Source: an optimization exercise on an open RTL-to-GDS flow (aim: a short achievable clock period and few clock cycles). Production flows keep margins and buffers that such runs may drop.
In this exercise RTL edits were held to simulation tests only and were not proved equivalent to the original.
Power is estimated from default activity; no workload was simulated.

`design/flow/config.mk`:
```
export PLATFORM = sky130hd
export DESIGN_NAME = pipelined
export DESIGN_NICKNAME = pipelined
export VERILOG_FILES = /design/flow/design.v
export SDC_FILE = /design/flow/constraint.sdc
export NUM_CORES = 4
export LEC_CHECK = 0
export ABC_CLOCK_PERIOD_IN_PS = 3000
export CAP_MARGIN = 20
export CORE_MARGIN = 2
export CORE_UTILIZATION = 40
export SETUP_SLACK_MARGIN = 5
export SLEW_MARGIN = 20
export SYNTH_MEMORY_MAX_BITS = 20000
```
`design/flow/constraint.sdc`:
```
create_clock -name core_clock -period 10.5 [get_ports {i_clk}]
set_input_delay 2.1000 -clock core_clock [delete_from_list [all_inputs] [get_ports {i_clk}]]
set_output_delay 2.1000 -clock core_clock [all_outputs]
set_load 0.01 [all_outputs]
```
`design/flow/design.v`:
```
module pipelined (
    input wire i_clk,
    input wire i_reset,
    output reg [31:0] o_pc_debug,
    output reg o_insn_vld,
    output reg o_ctrl,
    output reg o_mispred,
    output reg [31:0] o_io_ledr,
    output reg [31:0] o_io_ledg,
    output reg [6:0] o_io_hex0,
    output reg [6:0] o_io_hex1,
    output reg [6:0] o_io_hex2,
    output reg [6:0] o_io_hex3,
    output reg [6:0] o_io_hex4,
    output reg [6:0] o_io_hex5,
    output reg [6:0] o_io_hex6,
    output reg [6:0] o_io_hex7,
    output reg [31:0] o_io_lcd,
    input wire [31:0] i_io_sw,
    output wire [13:0] o_imem_addr,
    input wire [31:0] i_imem_rdata,
    output wire [13:0] o_dmem_addr,
    output wire o_dmem_we,
    output wire [3:0] o_dmem_wmask,
    output wire [31:0] o_dmem_wdata,
    input wire [31:0] i_dmem_rdata
);
    localparam BI = 5;               
    localparam BN = 1 << BI;         
    localparam RI = 2;               
    localparam RN = 1 << RI;
    reg [31:0] pc_f;
    reg [BN-1:0]    btb_v;
    reg [31:BI+2]   btb_tag [0:BN-1];
    reg [31:2]      btb_tgt [0:BN-1];
    reg [1:0]       btb_typ [0:BN-1];    
    reg [1:0]       btb_ctr [0:BN-1];
    reg [31:2]      ras [0:RN-1];
    reg [RI-1:0]    ras_p;
    reg        valid_d;
    reg [31:0] ins_d;
    reg [31:0] pc_d;
    reg [31:0] pnpc_d;       
    reg        ptk_d;        
    reg        hit_d;
    reg [1:0]  ctr_d;
    reg        valid_e;
    reg [31:0] pc_e, pc4_e, tgt_e, pnpc_e;
    reg [31:0] a_e, b_e, s_e, pv_e;
    reg        fa_m, fa_w, fa_r, fb_m, fb_w, fb_r, fs_m, fs_w, fs_r;
    reg        sub_e, uns_e, sra_e;
    reg        r_add, r_xor, r_or, r_and, r_sll, r_sr, r_slt, r_pass;
    reg        br_e, jal_e, jalr_e, ld_e, st_e, wen_e, ctrl_e, rpt_e;
    reg [2:0]  f3_e;
    reg [4:0]  rd_e;
    reg        hit_e, ret_e;
    reg [1:0]  ctr_e;
    reg        valid_m;
    reg [31:0] pc_m, res_m, addr_m, pnpc_m, tgt_m;
    reg        we_m;
    reg [3:0]  wmask_m;
    reg [31:0] wdata_m;
    reg        ld_m, st_m, wen_m, jalr_m, br_m, jal_m, ret_m, hit_m, tkn_m, ctrl_m, mis_m, vrpt_m;
    reg [2:0]  f3_m;
    reg [4:0]  rd_m;
    reg [1:0]  ctr_m;
    reg        wen_w;
    reg [4:0]  rd_w;
    reg [31:0] res_w;
    reg [31:0] rf [1:31];
    reg [31:0] io [0:15];
    wire        red_m, red_e, red_d, stall;
    wire [31:0] tgt_red_m, tgt_red_e, tgt_red_d;
    assign o_imem_addr = pc_f[15:2];
    wire [BI-1:0] fi = pc_f[BI+1:2];
    wire        f_hit = btb_v[fi] && (btb_tag[fi] == pc_f[31:BI+2]);
    wire [1:0]  f_typ = btb_typ[fi];
    wire [1:0]  f_ctr = btb_ctr[fi];
    wire        f_ptk = f_hit && (f_typ != 2'd0 || f_ctr[1]);
    wire [31:0] f_pc4 = pc_f + 32'd4;
    wire [31:2] f_ptgt = (f_typ == 2'd2) ? ras[ras_p] : btb_tgt[fi];
    wire [31:0] f_pnpc = f_ptk ? {f_ptgt, 2'b00} : f_pc4;
    wire [31:0] pc_n = red_m ? tgt_red_m :
                       red_e ? tgt_red_e :
                       stall ? pc_f :
                       red_d ? tgt_red_d : f_pnpc;
    always @(posedge i_clk or posedge i_reset) begin
        if (i_reset) pc_f <= 32'd0;
        else pc_f <= pc_n;
    end
    always @(posedge i_clk or posedge i_reset) begin
        if (i_reset) valid_d <= 1'b0;
        else valid_d <= ~(red_m | red_e) & (stall ? valid_d : ~red_d);
    end
    always @(posedge i_clk) begin
        if (!stall) begin
            ins_d  <= i_imem_rdata;
            pc_d   <= pc_f;
            pnpc_d <= f_pnpc;
            ptk_d  <= f_ptk;
            hit_d  <= f_hit;
            ctr_d  <= f_ctr;
        end
    end
    wire [4:0] d_op  = ins_d[6:2];
    wire [2:0] d_f3  = ins_d[14:12];
    wire       d_b30 = ins_d[30];
    wire [4:0] d_rs1 = ins_d[19:15];
    wire [4:0] d_rs2 = ins_d[24:20];
    wire [4:0] d_rd  = ins_d[11:7];
    wire d_lui   = d_op == 5'b01101;
    wire d_auipc = d_op == 5'b00101;
    wire d_jal   = d_op == 5'b11011;
    wire d_jalr  = (d_op == 5'b11001) && d_f3 == 3'd0;
    wire d_br    = (d_op == 5'b11000) && d_f3 != 3'd2 && d_f3 != 3'd3;
    wire d_ld    = (d_op == 5'b00000) && d_f3 != 3'd3 && d_f3[2:1] != 2'b11;
    wire d_st    = (d_op == 5'b01000) && d_f3[2:1] != 2'b11 && !d_f3[2];
    wire d_opi   = (d_op == 5'b00100) && !(d_b30 && d_f3 == 3'd1);
    wire d_opr   = (d_op == 5'b01100) && !(d_b30 && d_f3 != 3'd0 && d_f3 != 3'd5);
    wire d_nop   = (d_op == 5'b00011 || d_op == 5'b11100) && d_f3 == 3'd0;
    wire d_rpt   = d_lui | d_auipc | d_jal | d_jalr | d_br | d_ld | d_st | d_opi | d_opr | d_nop;
    wire d_wen   = (d_lui | d_auipc | d_jal | d_jalr | d_ld | d_opi | d_opr) && d_rd != 5'd0;
    wire d_use1  = d_jalr | d_br | d_ld | d_st | d_opi | d_opr;
    wire d_use2  = d_br | d_st | d_opr;
    wire [31:0] immI = {{20{ins_d[31]}}, ins_d[31:20]};
    wire [31:0] immS = {{20{ins_d[31]}}, ins_d[31:25], ins_d[11:7]};
    wire [31:0] immB = {{20{ins_d[31]}}, ins_d[7], ins_d[30:25], ins_d[11:8], 1'b0};
    wire [31:0] immU = {ins_d[31:12], 12'd0};
    wire [31:0] immJ = {{12{ins_d[31]}}, ins_d[19:12], ins_d[20], ins_d[30:21], 1'b0};
    wire [31:0] d_pc4 = pc_d + 32'd4;
    wire [31:0] d_toff = d_jal ? immJ : d_br ? immB : immU;
    wire [31:0] d_tgt = pc_d + d_toff;
    wire [31:0] d_pv  = d_lui ? immU : d_auipc ? d_tgt : d_pc4;
    wire [31:0] d_r1 = (d_rs1 == 5'd0) ? 32'd0 : (wen_w && rd_w == d_rs1) ? res_w : rf[d_rs1];
    wire [31:0] d_r2 = (d_rs2 == 5'd0) ? 32'd0 : (wen_w && rd_w == d_rs2) ? res_w : rf[d_rs2];
    wire        d_bimm = d_opi | d_ld | d_jalr | d_st;
    wire [31:0] d_b = d_st ? immS : d_bimm ? immI : d_r2;
    wire e_pw = valid_e & wen_e;
    wire m_pw = valid_m & wen_m;
    wire d1_m = e_pw && rd_e == d_rs1;
    wire d1_w = !d1_m && m_pw && rd_m == d_rs1;
    wire d2_m = e_pw && rd_e == d_rs2;
    wire d2_w = !d2_m && m_pw && rd_m == d_rs2;
    wire lu = valid_d && valid_e && ld_e && wen_e &&
              ((d_use1 && rd_e == d_rs1) || (d_use2 && rd_e == d_rs2));
    assign stall = lu;
    assign red_d = valid_d & d_jal & ~ptk_d;
    assign tgt_red_d = d_tgt;
    wire d_alu = d_opi | d_opr;
    wire d_add = (d_alu && d_f3 == 3'd0);
    always @(posedge i_clk or posedge i_reset) begin
        if (i_reset) valid_e <= 1'b0;
        else valid_e <= ~(red_m | red_e) & ~stall & valid_d;
    end
    always @(posedge i_clk) begin
        pc_e   <= pc_d;
        pc4_e  <= d_pc4;
        tgt_e  <= d_tgt;
        pnpc_e <= red_d ? d_tgt : pnpc_d;
        a_e    <= d_r1;
        b_e    <= d_b;
        s_e    <= d_r2;
        pv_e   <= d_pv;
        fa_m   <= d1_m;
        fa_w   <= d1_w;
        fa_r   <= !d1_m && !d1_w;
        fb_m   <= d2_m & !d_bimm;
        fb_w   <= d2_w & !d_bimm;
        fb_r   <= d_bimm | (!d2_m && !d2_w);
        fs_m   <= d2_m;
        fs_w   <= d2_w;
        fs_r   <= !d2_m && !d2_w;
        sub_e  <= d_opr && d_b30 && d_f3 == 3'd0;
        uns_e  <= d_br ? d_f3[1] : d_f3[0];
        sra_e  <= d_b30;
        r_add  <= d_add;
        r_xor  <= d_alu && d_f3 == 3'd4;
        r_or   <= d_alu && d_f3 == 3'd6;
        r_and  <= d_alu && d_f3 == 3'd7;
        r_sll  <= d_alu && d_f3 == 3'd1;
        r_sr   <= d_alu && d_f3 == 3'd5;
        r_slt  <= d_alu && d_f3[2:1] == 2'b01;
        r_pass <= d_lui | d_auipc | d_jal | d_jalr;
        br_e   <= d_br;
        jal_e  <= d_jal;
        jalr_e <= d_jalr;
        ld_e   <= d_ld;
        st_e   <= d_st;
        wen_e  <= d_wen;
        ctrl_e <= d_br | d_jal | d_jalr;
        rpt_e  <= d_rpt;
        f3_e   <= d_f3;
        rd_e   <= d_rd;
        hit_e  <= hit_d;
        ctr_e  <= ctr_d;
        ret_e  <= d_jalr && d_rs1 == 5'd1 && d_rd == 5'd0;
    end
    wire d_go = valid_d & ~stall;
    wire d_call = (d_jal | d_jalr) && d_rd == 5'd1;
    wire d_ret = d_jalr && d_rs1 == 5'd1 && d_rd == 5'd0;
    integer k;
    always @(posedge i_clk or posedge i_reset) begin
        if (i_reset) begin
            ras_p <= {RI{1'b0}};
            for (k = 0; k < RN; k = k + 1) ras[k] <= 30'd0;
        end else if (d_go && d_call) begin
            ras_p <= ras_p + 1'b1;
            ras[ras_p + 1'b1] <= d_pc4[31:2];
        end else if (d_go && d_ret) begin
            ras_p <= ras_p - 1'b1;
        end
    end
    wire [31:0] ea = ({32{fa_m}} & res_m) | ({32{fa_w}} & res_w) | ({32{fa_r}} & a_e);
    wire [31:0] eb = ({32{fb_m}} & res_m) | ({32{fb_w}} & res_w) | ({32{fb_r}} & b_e);
    wire [31:0] es = ({32{fs_m}} & res_m) | ({32{fs_w}} & res_w) | ({32{fs_r}} & s_e);
    wire [31:0] e_sum = ea + (eb ^ {32{sub_e}}) + {31'd0, sub_e};
    wire        e_eq  = ea == eb;
    wire        e_ltu31 = ea[30:0] < eb[30:0];
    wire        e_lt  = (ea[31] ^ eb[31]) ? (uns_e ? eb[31] : ea[31]) : e_ltu31;
    wire [31:0] e_sll = ea << eb[4:0];
    wire [31:0] e_fill = {32{sra_e & ea[31]}};
    wire [31:0] e_sr = (ea >> eb[4:0]) | (e_fill & ~(32'hFFFFFFFF >> eb[4:0]));
    wire [31:0] e_res = ({32{r_add}} & e_sum) |
                        ({32{r_xor}} & (ea ^ eb)) |
                        ({32{r_or}}  & (ea | eb)) |
                        ({32{r_and}} & (ea & eb)) |
                        ({32{r_sll}} & e_sll) |
                        ({32{r_sr}}  & e_sr) |
                        ({31'd0, r_slt & e_lt}) |
                        ({32{r_pass}} & pv_e);
    wire e_cond = f3_e[2] ? (e_lt ^ f3_e[0]) : (e_eq ^ f3_e[0]);
    wire e_tkn  = br_e ? e_cond : jal_e;
    wire e_neq_t = tgt_e[31:1] != pnpc_e[31:1];
    wire e_neq_n = pc4_e[31:1] != pnpc_e[31:1];
    assign red_e = valid_e & ~jalr_e & (e_tkn ? e_neq_t : e_neq_n);
    assign tgt_red_e = e_tkn ? tgt_e : pc4_e;
    reg [3:0]  e_wmask;
    reg [31:0] e_wdata;
    always @(*) begin
        case (f3_e[1:0])
            2'd0: begin e_wmask = 4'b0001 << e_sum[1:0]; e_wdata = {4{es[7:0]}}; end
            2'd1: begin e_wmask = e_sum[1] ? 4'b1100 : 4'b0011; e_wdata = {2{es[15:0]}}; end
            default: begin e_wmask = 4'b1111; e_wdata = es; end
        endcase
    end
    always @(posedge i_clk or posedge i_reset) begin
        if (i_reset) begin
            valid_m <= 1'b0;
            vrpt_m <= 1'b0;
            mis_m <= 1'b0;
            we_m <= 1'b0;
        end else begin
            valid_m <= valid_e & ~red_m;
            vrpt_m <= valid_e & ~red_m & rpt_e;
            mis_m <= red_e & ctrl_e & ~red_m;
            we_m <= valid_e & ~red_m & st_e & (e_sum[31:16] == 16'h0000);
        end
    end
    always @(posedge i_clk) begin
        pc_m    <= pc_e;
        res_m   <= e_res;
        addr_m  <= e_sum;
        pnpc_m  <= pnpc_e;
        tgt_m   <= tgt_e;
        wmask_m <= e_wmask;
        wdata_m <= e_wdata;
        ld_m    <= ld_e;
        st_m    <= st_e;
        wen_m   <= wen_e;
        jalr_m  <= jalr_e;
        br_m    <= br_e;
        jal_m   <= jal_e;
        ret_m   <= ret_e;
        hit_m   <= hit_e;
        ctr_m   <= ctr_e;
        tkn_m   <= e_tkn;
        ctrl_m  <= ctrl_e;
        f3_m    <= f3_e;
        rd_m    <= rd_e;
    end
    assign o_dmem_addr  = addr_m[15:2];
    assign o_dmem_we    = we_m;
    assign o_dmem_wmask = wmask_m;
    assign o_dmem_wdata = wdata_m;
    assign red_m = valid_m & jalr_m & (addr_m[31:1] != pnpc_m[31:1]);
    assign tgt_red_m = {addr_m[31:1], 1'b0};
    wire m_io = addr_m[31:16] == 16'h1000;
    wire m_sw = addr_m[31:16] == 16'h1001;
    wire io_we = valid_m & st_m & m_io;
    integer j;
    always @(posedge i_clk or posedge i_reset) begin
        if (i_reset) begin
            for (j = 0; j < 16; j = j + 1) io[j] <= 32'd0;
        end else if (io_we) begin
            if (wmask_m[0]) io[addr_m[15:12]][7:0]   <= wdata_m[7:0];
            if (wmask_m[1]) io[addr_m[15:12]][15:8]  <= wdata_m[15:8];
            if (wmask_m[2]) io[addr_m[15:12]][23:16] <= wdata_m[23:16];
            if (wmask_m[3]) io[addr_m[15:12]][31:24] <= wdata_m[31:24];
        end
    end
    always @(*) begin
        o_io_ledr = io[0];
        o_io_ledg = io[1];
        o_io_hex0 = io[2][6:0];
        o_io_hex1 = io[2][14:8];
        o_io_hex2 = io[2][22:16];
        o_io_hex3 = io[2][30:24];
        o_io_hex4 = io[3][6:0];
        o_io_hex5 = io[3][14:8];
        o_io_hex6 = io[3][22:16];
        o_io_hex7 = io[3][30:24];
        o_io_lcd  = io[4];
    end
    wire [31:0] m_raw = m_io ? io[addr_m[15:12]] : m_sw ? i_io_sw : i_dmem_rdata;
    wire [7:0]  m_byte = addr_m[1] ? (addr_m[0] ? m_raw[31:24] : m_raw[23:16])
                                   : (addr_m[0] ? m_raw[15:8]  : m_raw[7:0]);
    wire [15:0] m_half = addr_m[1] ? m_raw[31:16] : m_raw[15:0];
    wire [31:0] m_ld = (f3_m[1:0] == 2'd0) ? {{24{~f3_m[2] & m_byte[7]}}, m_byte} :
                       (f3_m[1:0] == 2'd1) ? {{16{~f3_m[2] & m_half[15]}}, m_half} : m_raw;
    always @(posedge i_clk or posedge i_reset) begin
        if (i_reset) wen_w <= 1'b0;
        else wen_w <= valid_m & wen_m;
    end
    always @(posedge i_clk) begin
        rd_w  <= rd_m;
        res_w <= ld_m ? m_ld : res_m;
    end
    always @(*) begin
        o_insn_vld = vrpt_m;
        o_pc_debug = pc_m;
        o_ctrl     = ctrl_m;
        o_mispred  = mis_m;
    end
    wire [BI-1:0] mi = pc_m[BI+1:2];
    wire m_upd = valid_m & (jal_m | jalr_m | (br_m & (hit_m | tkn_m)));
    reg [1:0] m_ctr;
    always @(*) begin
        if (!hit_m) m_ctr = 2'b10;
        else if (tkn_m) m_ctr = (ctr_m == 2'b11) ? 2'b11 : ctr_m + 2'b01;
        else m_ctr = (ctr_m == 2'b00) ? 2'b00 : ctr_m - 2'b01;
    end
    always @(posedge i_clk or posedge i_reset) begin
        if (i_reset) btb_v <= {BN{1'b0}};
        else if (m_upd) btb_v[mi] <= 1'b1;
    end
    always @(posedge i_clk) begin
        if (m_upd) begin
            btb_tag[mi] <= pc_m[31:BI+2];
            btb_tgt[mi] <= jalr_m ? addr_m[31:2] : tgt_m[31:2];
            btb_typ[mi] <= br_m ? 2'd0 : ret_m ? 2'd2 : 2'd1;
            btb_ctr[mi] <= m_ctr;
        end
    end
    always @(posedge i_clk) begin
        if (wen_w) rf[rd_w] <= res_w;
    end
endmodule
```
`design/flow/run.sh`:
```
#!/bin/bash
# synth_recipe.tcl (not shown) runs the flow's synth.tcl, then flattens the netlist and writes it again
# the make line also repeats each setting of config.mk as NAME=value (left out here)
make -C /OpenROAD-flow-scripts/flow DESIGN_CONFIG=/design/flow/config.mk WORK_HOME=/design/flow/orfs CLKGATE_MAP_FILE= SYNTH_SCRIPT=/design/flow/synth_recipe.tcl finish
```
==> impl_metrics.py <==
metrics = {
    "clock_network": {
        "clk_pin_slew_ps": 60,
        "cts.hold.buffers_added": 0,
        "clock-sinks": 4229,
        "clkLatencyLatePin_ps": 1040,
        "tritoncts": "done",
        "htreeDepth": 5,
        "cts_buffer_depth": 4,
        "cts_made_buffers": 435,
        "cts-root-buf": "clkbuf_16",
    },
    "floorplan": {
        "die_x_um": 677,
        "boundaryPins": 350,
        "rows": 247,
        "core_mm2": 0.452,
        "die_h_um": 677,
        "die_area_mm2": 0.458,
        "start_util_pct": 40.1,
    },
    "setup_path": {
        "cp-end-kind": "flip-flop",
        "critPathTopFamily": "compound AO/OA/AOI/OAI gates",
        "cp_cell_sequence": "buf_12, a222oi_1, inv_1, ha_4, or4_4, or4_4, or4_4, a221oi_4, nand3_4, buf_12, mux2i_1, a22o_1, nor4_4, buf_4, a211oi_4, buf_6, a21oi_1, o221a_1",
        "rr_startpoint": "fb_m",
        "regToRegEndpoint": "pc_f[22]",
        "crit_type": "flip-flop to flip-flop",
        "worstPathBufferInverterCount": 5,
        "critPathMaxFanout": 10,
        "path_common_cell": "or4_4",
        "ff2ff_path_depth": 18,
        "cp-startpoint": "fb_m",
        "max_stage_delay_ps": 800,
        "cp.depth": 18,
        "slowest_stage": "a222oi_1",
        "worstSetupStartpointType": "flip-flop",
        "cp-endpoint": "pc_f[22]",
        "required_ps": 11390,
        "r2r_setup_slack_ps": 4670,
        "worst_ep_arrival_time_ps": 6720,
    },
    "synth": {
        "synth_area_per_cell_um2": 16.1,
        "synth_top_area_cell": "edfxtp_1",
        "ys_ff_latch": 4229,
        "synth_area_leaders": "edfxtp_1 49%, mux4_2 14%, dfrtp_1 9.7%",
        "synth_cell_types": 91,
        "synth_commonest_cells": "2977 x edfxtp_1, 1102 x mux4_2, 705 x dfrtp_1",
        "synthFlopType": "edfxtp_1",
        "synth_cells": 11300,
        "synth-edff-count": 2977,
        "synthArstFlopShare_pct": 16.7,
        "syn_area_mm2": 0.181,
        "ys_seq_area_share_pct": 65.1,
        "ys_warn_count": 3,
        "yosysMostFrequentCell": "edfxtp_1",
        "synthesis.nets": 11500,
        "yosysTopAreaCellShare_pct": 49.3,
    },
    "power": {
        "p_leak_uw": 0.0743,
        "p_total_uw": 48900,
        "peakVddDrop_uv": 200,
        "power.density_mw_per_mm2": 235,
    },
    "routing": {
        "drt_iter0_drc": 15000,
        "drc": 0,
        "firstDrtPassIters": 10,
        "antenna_left": 0,
        "wl_per_cell_um": 33.8,
        "avgViaCountPerCell": 6.16,
        "dr_total_vias": 111000,
        "wirelength_mm": 610,
    },
    "global_route": {
        "gr-total-overflow": 0,
        "gr-usage-all-layers_pct": 25.9,
        "grt_max_degree": 161,
        "grt_pass1_vias": 110000,
        "grt_pass1_wl_mm": 851,
        "antenna_found_initial": 28,
    },
    "run_status": {
        "outcome": "timing/DRC/antenna clean",
    },
    "layout": {
        "design_area_mm2": 0.208,
        "syn2layout_area_growth_pct": 14.8,
        "layout-drive-gt1-share_pct": 24.8,
        "regArea_mm2": 0.118,
        "fill_cells": 38600,
        "nets": 12000,
        "multi_input_area_mm2": 0.0602,
    },
    "timing": {
        "finClkSkew_ps": 95.6,
        "tightestPinTransition_ps": 1410,
        "hold_viol": 0,
        "min_period_ps": 5830,
        "slew_headroom_pct": 4.83,
        "fmax_ghz": 0.171,
        "rsz0062_at_grt": "true",
        "finalSetupViolCount": 0,
        "final.period_utilization_pct": 55.5,
        "setup_tns_ps": 0,
        "slew_viol_final": 0,
    },
    "job": {
        "maxCapViolCount": 0,
    },
    "hold_path": {
        "hold_path.class": "flip-flop to flip-flop",
        "hold_path_depth": 0,
    },
    "placed_design": {
        "port_buffers": 347,
        "place_hpwl_mm": 386,
        "dpl_cell_area_mm2": 0.192,
        "gp_congestion": 0.969,
    },
}
how the worst min path moves through the flow:
stage,from,slack (ps),to
after floorplan,ctr_e[0],310,ctr_m[0]
after global placement,pc_e[17],310,pc_m[17]
after detailed placement,pc_e[3],310,pc_m[3]
after CTS,ctr_e[1],320,ctr_m[1]
after global routing,ctr_e[1],320,ctr_m[1]
final,ctr_e[1],320,ctr_m[1]
final cells by class:
type	count	area share (%)
Antenna cell	10	0.0120
Timing Repair Buffer	795	3.56
Inverter	216	0.400
Clock buffer	615	5.86
Multi-Input combinational cell	6016	28.9
Tap cell	5976	3.60
Sequential cell	4229	56.8
Clock inverter	196	0.849
layer usage:
metal / global-route usage [%] / vias up / part of all wire, %
li1: - / 45400 / -
met3: 4.41 / 1158 / 8.4
met1: 35.3 / 58800 / 40
met2: 40.7 / 5867 / 46
met5: 0 / - / 0.015
met4: 12.0 / 14 / 5.6
where the power goes:
part | leakage, uW | switching (uW) | internal (uW) | total, uW
logic | 0.0261 | 7690 | 4650 | 12300
registers | 0.0413 | 1490 | 19800 | 21300
clock network | 0.00683 | 6600 | 8610 | 15200
total | 0.0743 | 15800 | 33100 | 48900
sequential cells by signal (all words and copies together), names as in the netlist, 64 cells and up, named ones only:
register  flops
btb_ctr      64
rf          992
btb_typ      64
btb_tag     800
ras         120
io          512
btb_tgt     960
through the flow:
step	worst slack, ps	hold slack (ps)	std cells	util, %
2_1_floorplan	-1250	310	11300	-
3_3_place_gp	2260	315	17100	42.6
3_5_place_dp	2160	312	17100	42.6
4_1_cts	4870	323	18000	45.9
5_1_grt	4650	323	18000	46.0
6_report	4670	319	18100	46.0
worst register-to-register path, delay by kind of cell (launching register included):
family          cells  cell delay [ps]
fa+ha+maj           1              270
compound gates      6             2090
flops               1              360
mux                 1              260
buf+inv             5              940
simple gates        5             1820
layout by cell type, fill, tap and decap left out, drive strengths merged, types with 65 or more instances in the layout:
cell type / count
edfxtp: 2977
mux4: 1102
dfrtp: 705
nand2: 695
clkbuf: 620
mux2: 591
nor2: 576
dfxtp: 547
buf: 439
a21oi: 419
o21ai: 380
clkdlybuf4s50: 347
mux2i: 314
a22oi: 245
inv: 229
ha: 167
xnor2: 156
clkinv: 154
o22ai: 126
a211oi: 123
nand3: 103
xor2: 102
a222oi: 99
nand4: 80
a21o: 65
cells by family after synthesis:
kind of cell    share of synthesized area [%]
mux                                      19.1
fa+ha+maj                                1.18
buf+inv                                  2.33
simple gates                             4.32
flops                                    65.1
compound gates                           6.69
xor+xnor                                 1.25
repair_timing:
item | 4_1_cts | 5_1_grt
pin swaps | 48 | 34
gates cloned | 7 | 6
resized for setup | 91 | 56
buffers inserted | 62 | 20
setup endpoints to repair | 78 | 111
Testbench counts, summed over its fixed seeds: cycles 98,159.

[port drivers added, routing unchanged]
How much do the figures lean on ideal ports? The routed layout below was timed once more, with nothing changed but the port constraints.
Step 1 (the two cells are an assumption about what drives the block):
set clk [get_ports {i_clk}]
set_driving_cell -lib_cell sky130_fd_sc_hd__clkbuf_16 $clk
set_driving_cell -lib_cell sky130_fd_sc_hd__buf_2 [delete_from_list [all_inputs] $clk]
Step 2, shift: input delay + t, output delay - t, t = (earliest + latest rising clock arrival at the registers) / 2. This alone moves slack from input paths to output paths.
Three values: ideal, step 1, step 2; two values: the first two.
shift t [ns]: 1.103
setup WS [ns]: 4.669 / 4.669 / 4.669
worst setup path at the end: register to register
pins driven straight from the clock port: 1
After both steps this run still meets setup and hold. For this run, drivers alone change the setup slack by 0.000 ns; drivers and shift together by 0.000 ns.
